Source: an optimization exercise on an open RTL-to-GDS flow (aim: small area, a short achievable clock period and few clock cycles per item). Production flows keep margins and buffers that such runs may drop. The RTL was checked by simulation tests, not by an equivalence proof against the original design.

== lagoon ==
## multiplier32FP
module multiplier32FP (
	input  logic        clk,
	input  logic        rst_n,
	input  logic        start_i,
	input  logic [31:0] a_i,
	input  logic [31:0] b_i,
	output logic        done_o,
	output logic        nan_o,
	output logic        infinit_o,
	output logic        overflow_o,
	output logic        underflow_o,
	output logic [31:0] product_o
);
Size in the first run: about 2,300 cells after synthesis, roughly 190 flip-flops, roughly 100 I/O pins.
clock: 15.0 ns
lec_check: 0
cap_margin: 0
core_margin: 2
core_utilization: 60
place_density: 0.75
slew_margin: 0
synth_hierarchical: 1
standard.sh (not shown) runs the stock make flow with config.mk's settings and CLKGATE_MAP_FILE= SYNTH_SCRIPT=/design/flow/synth_recipe.tcl, a recipe that flattens the netlist after the stock synthesis.
==> flow/flow/run.sh <==
#!/bin/bash
# Own layout flow: the standard ORFS flow (standard.sh) with two changes:
#  - the input and output ports are buffered with buf_4 cells instead of the
#    default port-buffer choice;
#  - timing repair aims for 8.2 ns of setup slack (the clock period and the
#    constraints are unchanged; this only makes repair work on paths that
#    already meet them).
# Each make step writes its own log under orfs/logs; the make output as a
# whole goes to standard.log.
set -euo pipefail
export BUFFER_PORTS_ARGS="-buffer_cell sky130_fd_sc_hd__buf_4"
export SETUP_SLACK_MARGIN=8.2
bash standard.sh > standard.log 2>&1
Per the final summary, lagoon finished and its layout is clean on timing, DRC and antenna.
Testbench counts of lagoon, summed over its fixed seeds: cycles 3,321, ops 3,200.
What maple does differently from lagoon at the input level:
# lagoon
export LEC_CHECK = 0
export CAP_MARGIN = 0
export CORE_MARGIN = 2
export CORE_UTILIZATION = 60
export PLACE_DENSITY = 0.75
export SLEW_MARGIN = 0
export SYNTH_HIERARCHICAL = 1
create_clock -name core_clock -period 15.0 [get_ports {clk}]
# maple
export LEC_CHECK = 0
export CAP_MARGIN = 0
export CORE_MARGIN = 2
export CORE_UTILIZATION = 65
export GPL_TIMING_DRIVEN = 1
export PLACE_DENSITY = 0.78
export SLEW_MARGIN = 0
export SYNTH_HIERARCHICAL = 1
create_clock -name core_clock -period 15.0 [get_ports {clk}]
diff --git a/flow/flow/run.sh b/flow/flow/run.sh
--- a/flow/flow/run.sh
+++ b/flow/flow/run.sh
@@ -5 +5 @@
-#  - timing repair aims for 8.2 ns of setup slack (the clock period and the
+#  - timing repair aims for 8 ns of setup slack (the clock period and the
@@ -12 +12 @@
-export SETUP_SLACK_MARGIN=8.2
+export SETUP_SLACK_MARGIN=8
### Flow results
- The lower setup slack came out of maple.
- When the final numbers for maple and lagoon were put side by side, the transition at the pin with the smallest max-transition slack turned out to be greater in lagoon.
- Each of the runs, namely maple and lagoon, reached the end of the flow and came out clean.
- For maple, the critical path launch point was b_i[17], unlike lagoon, where it was b_i[3].
- Against lagoon as the reference, maple delivers a lower footprint of the flip-flops and latches.
The inputs of quartz differ from those of maple as listed below.
# maple
export LEC_CHECK = 0
export CAP_MARGIN = 0
export CORE_MARGIN = 2
export CORE_UTILIZATION = 65
export GPL_TIMING_DRIVEN = 1
export PLACE_DENSITY = 0.78
export SLEW_MARGIN = 0
export SYNTH_HIERARCHICAL = 1
create_clock -name core_clock -period 15.0 [get_ports {clk}]
# quartz
export LEC_CHECK = 0
export CAP_MARGIN = 0
export CORE_MARGIN = 2
export CORE_UTILIZATION = 60
export PLACE_DENSITY = 0.75
export SLEW_MARGIN = 0
export SYNTH_HIERARCHICAL = 1
create_clock -name core_clock -period 15.0 [get_ports {clk}]
[summary]
- Between maple and quartz, the difference in register share of the cell area is negligible.
- Of the two candidates, maple has the better area inside the core boundary and quartz the worse one.
- quartz vs. maple: post-CTS setup-driven buffer insertion count went down by 3.
- Status | maple and quartz | clean
- maple → quartz: smallest setup slack after layout rose by 0.0044 ns; clock tree skew after final layout rose by 0.0058 ns; minimum period implied by the final worst setup slack fell by 0.0044 ns; async set-reset flop share out of synthesis stayed essentially flat; die area rose by about 8%.


== main ==
multiplier32FP, a different RTL version from the one above (not shown whole).
Size: roughly 2900 cells after synthesis, ~160 flip-flops, roughly 100 I/O pins, roughly 25000 sq um of cells after synthesis.
==> flow/config.mk <==
export PLATFORM = sky130hd
export DESIGN_NAME = multiplier32FP
export DESIGN_NICKNAME = multiplier32FP
export VERILOG_FILES = /design/flow/design.v
export SDC_FILE = /design/flow/constraint.sdc
export NUM_CORES = 4
export LEC_CHECK = 0
export CAP_MARGIN = 20
export CORE_MARGIN = 2
export CORE_UTILIZATION = 40
export PLACE_DENSITY = 0.6
export SLEW_MARGIN = 20
export SYNTH_HIERARCHICAL = 1
==> flow/constraint.sdc <==
create_clock -name core_clock -period 15.0 [get_ports {clk}]
set_input_delay 3.0000 -clock core_clock [delete_from_list [all_inputs] [get_ports {clk}]]
set_output_delay 3.0000 -clock core_clock [all_outputs]
set_load 0.01 [all_outputs]
run.sh (not shown) runs the stock make flow with config.mk's settings and CLKGATE_MAP_FILE= SYNTH_SCRIPT=/design/flow/synth_recipe.tcl, a recipe that flattens the netlist after the stock synthesis.
Stock flow here: none of the scripts above is used.
main closes out successfully: all stages finished, all timing, DRC and antenna checks passed.
Testbench counts of main, summed over its fixed seeds: cycles 3,216, ops 3,200.
The inputs of the feature branch differ from those of main as listed below.
==> flow/flow/run.sh (new file) <==
#!/bin/bash
# Own layout flow: the standard ORFS flow (standard.sh) with two changes:
#  - the input and output ports are buffered with buf_4 cells instead of the
#    default port-buffer choice;
#  - timing repair aims for 9 ns of setup slack (the clock period and the
#    constraints are unchanged; this only makes repair work on paths that
#    already meet them).
# Each make step writes its own log under orfs/logs; the make output as a
# whole goes to standard.log.
set -euo pipefail
export BUFFER_PORTS_ARGS="-buffer_cell sky130_fd_sc_hd__buf_4"
export SETUP_SLACK_MARGIN=9
bash standard.sh > standard.log 2>&1
==> flow/standard.sh (new file) <==
#!/bin/bash
# synth_recipe.tcl (not shown) runs the flow's synth.tcl, then flattens the netlist and writes it again
# the make line also repeats each setting of config.mk as NAME=value (left out here)
make -C /OpenROAD-flow-scripts/flow DESIGN_CONFIG=/design/flow/config.mk WORK_HOME=/design/flow/orfs CLKGATE_MAP_FILE= SYNTH_SCRIPT=/design/flow/synth_recipe.tcl "${@:-finish}"
removed: flow/run.sh
Results
[compare] base=main new=the feature branch: worst hold slack shows a reduction of 0.0054 ns; depth of the critical timing path with buffers and inverters included shows an increase of 1; routed wire length shows an increase of 22%.


== the reference run ==
multiplier32FP, a different RTL version from the one above (not shown whole).
Size: about 2400 cells after synthesis, about 190 flip-flops, roughly 100 I/O pins, roughly 23000 um^2 of cells after synthesis.
==> flow/design.v (excerpt) <==
module multiplier32FP (
	input  logic        clk,
	input  logic        rst_n,
	input  logic        start_i,
	input  logic [31:0] a_i,
	input  logic [31:0] b_i,
	output logic        done_o,
	output logic        nan_o,
	output logic        infinit_o,
	output logic        overflow_o,
	output logic        underflow_o,
	output logic [31:0] product_o
);
clock: 15.0 ns
lec_check: 0
cap_margin: 20
core_margin: 2
core_utilization: 40
place_density: 0.6
slew_margin: 20
synth_hierarchical: 1
standard.sh (not shown) runs the stock make flow with config.mk's settings and CLKGATE_MAP_FILE= SYNTH_SCRIPT=/design/flow/synth_recipe.tcl, a recipe that flattens the netlist after the stock synthesis.
==> flow/flow/run.sh <==
#!/bin/bash
# Own layout flow: the standard ORFS flow (standard.sh) with two changes:
#  - the input and output ports are buffered with buf_4 cells instead of the
#    default port-buffer choice;
#  - timing repair aims for 7.5 ns of setup slack (the clock period and the
#    constraints are unchanged; this only makes repair work on paths that
#    already meet them).
# Each make step writes its own log under orfs/logs; the make output as a
# whole goes to standard.log.
set -euo pipefail
export BUFFER_PORTS_ARGS="-buffer_cell sky130_fd_sc_hd__buf_4"
export SETUP_SLACK_MARGIN=7.5
bash standard.sh > standard.log 2>&1
Testbench counts of the reference run, summed over its fixed seeds: cycles 3,321, ops 3,200.
Input-level comparison between the trial run and the reference run:
==> flow/flow/run.sh <==
#!/bin/bash
# Own layout flow: the standard ORFS flow (standard.sh) with two changes:
#  - the input and output ports are buffered with buf_4 cells instead of the
#    default port-buffer choice;
#  - timing repair aims for 8 ns of setup slack (the clock period and the
#    constraints are unchanged; this only makes repair work on paths that
#    already meet them).
# Each make step writes its own log under orfs/logs; the make output as a
# whole goes to standard.log.
set -euo pipefail
export BUFFER_PORTS_ARGS="-buffer_cell sky130_fd_sc_hd__buf_4"
export SETUP_SLACK_MARGIN=8
bash standard.sh > standard.log 2>&1
[summary]
- Pin count of the biggest net entering global routing (the trial run / the reference run): 0.70
- The trial run vs. the reference run: worst hold-check slack moved up, highest net fanout along the worst path moved down, average wire per standard cell moved up.
- Taking the reference run as the reference, in the trial run cell area has increased; wire length went up about 0.9%; final antenna diode count increased by 1 relative to the old numbers.


RTL: one of the versions met above, not the one the previous note started from.
Size: about 2,300 cells after synthesis, about 100 I/O pins.
==> flow/config.mk <==
export PLATFORM = sky130hd
export DESIGN_NAME = multiplier32FP
export DESIGN_NICKNAME = multiplier32FP
export VERILOG_FILES = /design/flow/design.v
export SDC_FILE = /design/flow/constraint.sdc
export NUM_CORES = 4
export LEC_CHECK = 0
export CAP_MARGIN = 0
export CORE_MARGIN = 2
export CORE_UTILIZATION = 60
export PLACE_DENSITY = 0.75
export SETUP_SLACK_MARGIN = 5
export SLEW_MARGIN = 0
export SYNTH_HIERARCHICAL = 1
==> flow/constraint.sdc <==
create_clock -name core_clock -period 15.0 [get_ports {clk}]
set_input_delay 3.0000 -clock core_clock [delete_from_list [all_inputs] [get_ports {clk}]]
set_output_delay 3.0000 -clock core_clock [all_outputs]
set_load 0.01 [all_outputs]
run.sh (not shown) runs the stock make flow with config.mk's settings and CLKGATE_MAP_FILE= SYNTH_SCRIPT=/design/flow/synth_recipe.tcl, a recipe that flattens the netlist after the stock synthesis.
Stock flow here: none of the scripts above is used.
Testbench counts at the start, summed over its fixed seeds: cycles 3,321, ops 3,200.
==> next run, changes <==
==> flow/flow/run.sh (new file) <==
#!/bin/bash
# Own layout flow: the standard ORFS flow (standard.sh) with two changes:
#  - the input and output ports are buffered with buf_2 cells instead of the
#    default port-buffer choice;
#  - timing repair aims for 8 ns of setup slack (the clock period and the
#    constraints are unchanged; this only makes repair work on paths that
#    already meet them).
# Each make step writes its own log under orfs/logs; the make output as a
# whole goes to standard.log.
set -euo pipefail
export BUFFER_PORTS_ARGS="-buffer_cell sky130_fd_sc_hd__buf_2"
export SETUP_SLACK_MARGIN=8
bash standard.sh > standard.log 2>&1
==> flow/standard.sh (new file) <==
#!/bin/bash
# synth_recipe.tcl (not shown) runs the flow's synth.tcl, then flattens the netlist and writes it again
# the make line also repeats each setting of config.mk as NAME=value (left out here)
make -C /OpenROAD-flow-scripts/flow DESIGN_CONFIG=/design/flow/config.mk WORK_HOME=/design/flow/orfs CLKGATE_MAP_FILE= SYNTH_SCRIPT=/design/flow/synth_recipe.tcl "${@:-finish}"
Settings changed: SETUP_SLACK_MARGIN 5 to default.
removed: flow/run.sh
What happened: Wire length came out higher slightly; utilization goes down by 1.0 points; final cell count shrinks slightly; sequential share of layout area climbs by 0.25 points; first-iteration DRC count increases slightly; worst setup slack improves by 0.94 ns.

-- re-timing with driven ports --
The results above use ideal ports. As a check the final layouts listed here were re-extracted and re-timed, cells and wires unchanged.
Step 1, drivers: a clkbuf_16 drives clk and a buf_2 each remaining input, both assumed.
Step 2 adds t to the input delays and takes it off the output delays; t is the mean of the earliest and latest rising clock arrival at the registers after step 1. Input paths then give back, and output paths get back, about the clock's delay inside the block.
a / b / c = no drivers / after step 1 / after step 2; a / b = the first two.
run	shift t [ns]	slack for setup (ns)	worst setup path after step 2	latest minus earliest clock arrival (ns)	pins driven straight from the clock port
lagoon	0.487	8.222 / 8.180 / 7.749	input to register	0.014 / 0.015	1
maple	0.491	8.065 / 8.045 / 7.601	input to register	0.009 / 0.010	1
quartz	0.492	8.070 / 8.017 / 7.611	input to register	0.017 / 0.016	1
main	0.526	6.909 / 6.847 / 6.976	input to register	0.023 / 0.023	1
the feature branch	0.554	8.248 / 8.194 / 8.059	input to register	0.029 / 0.030	1
the reference run	0.548	7.670 / 7.608 / 7.552	input to register	0.021 / 0.021	1
the trial run	0.544	8.117 / 8.061 / 7.640	input to register	0.023 / 0.023	1
the first run of note 4	0.498	7.153 / 7.094 / 7.048	input to register	0.012 / 0.011	1
the second run of note 4	0.479	8.097 / 8.093 / 7.645	input to register	0.010 / 0.010	1
After both steps setup and hold are still met in every run listed. For the trial run, which loses most, drivers alone change the setup slack by -0.056 ns; drivers and shift together by -0.477 ns.
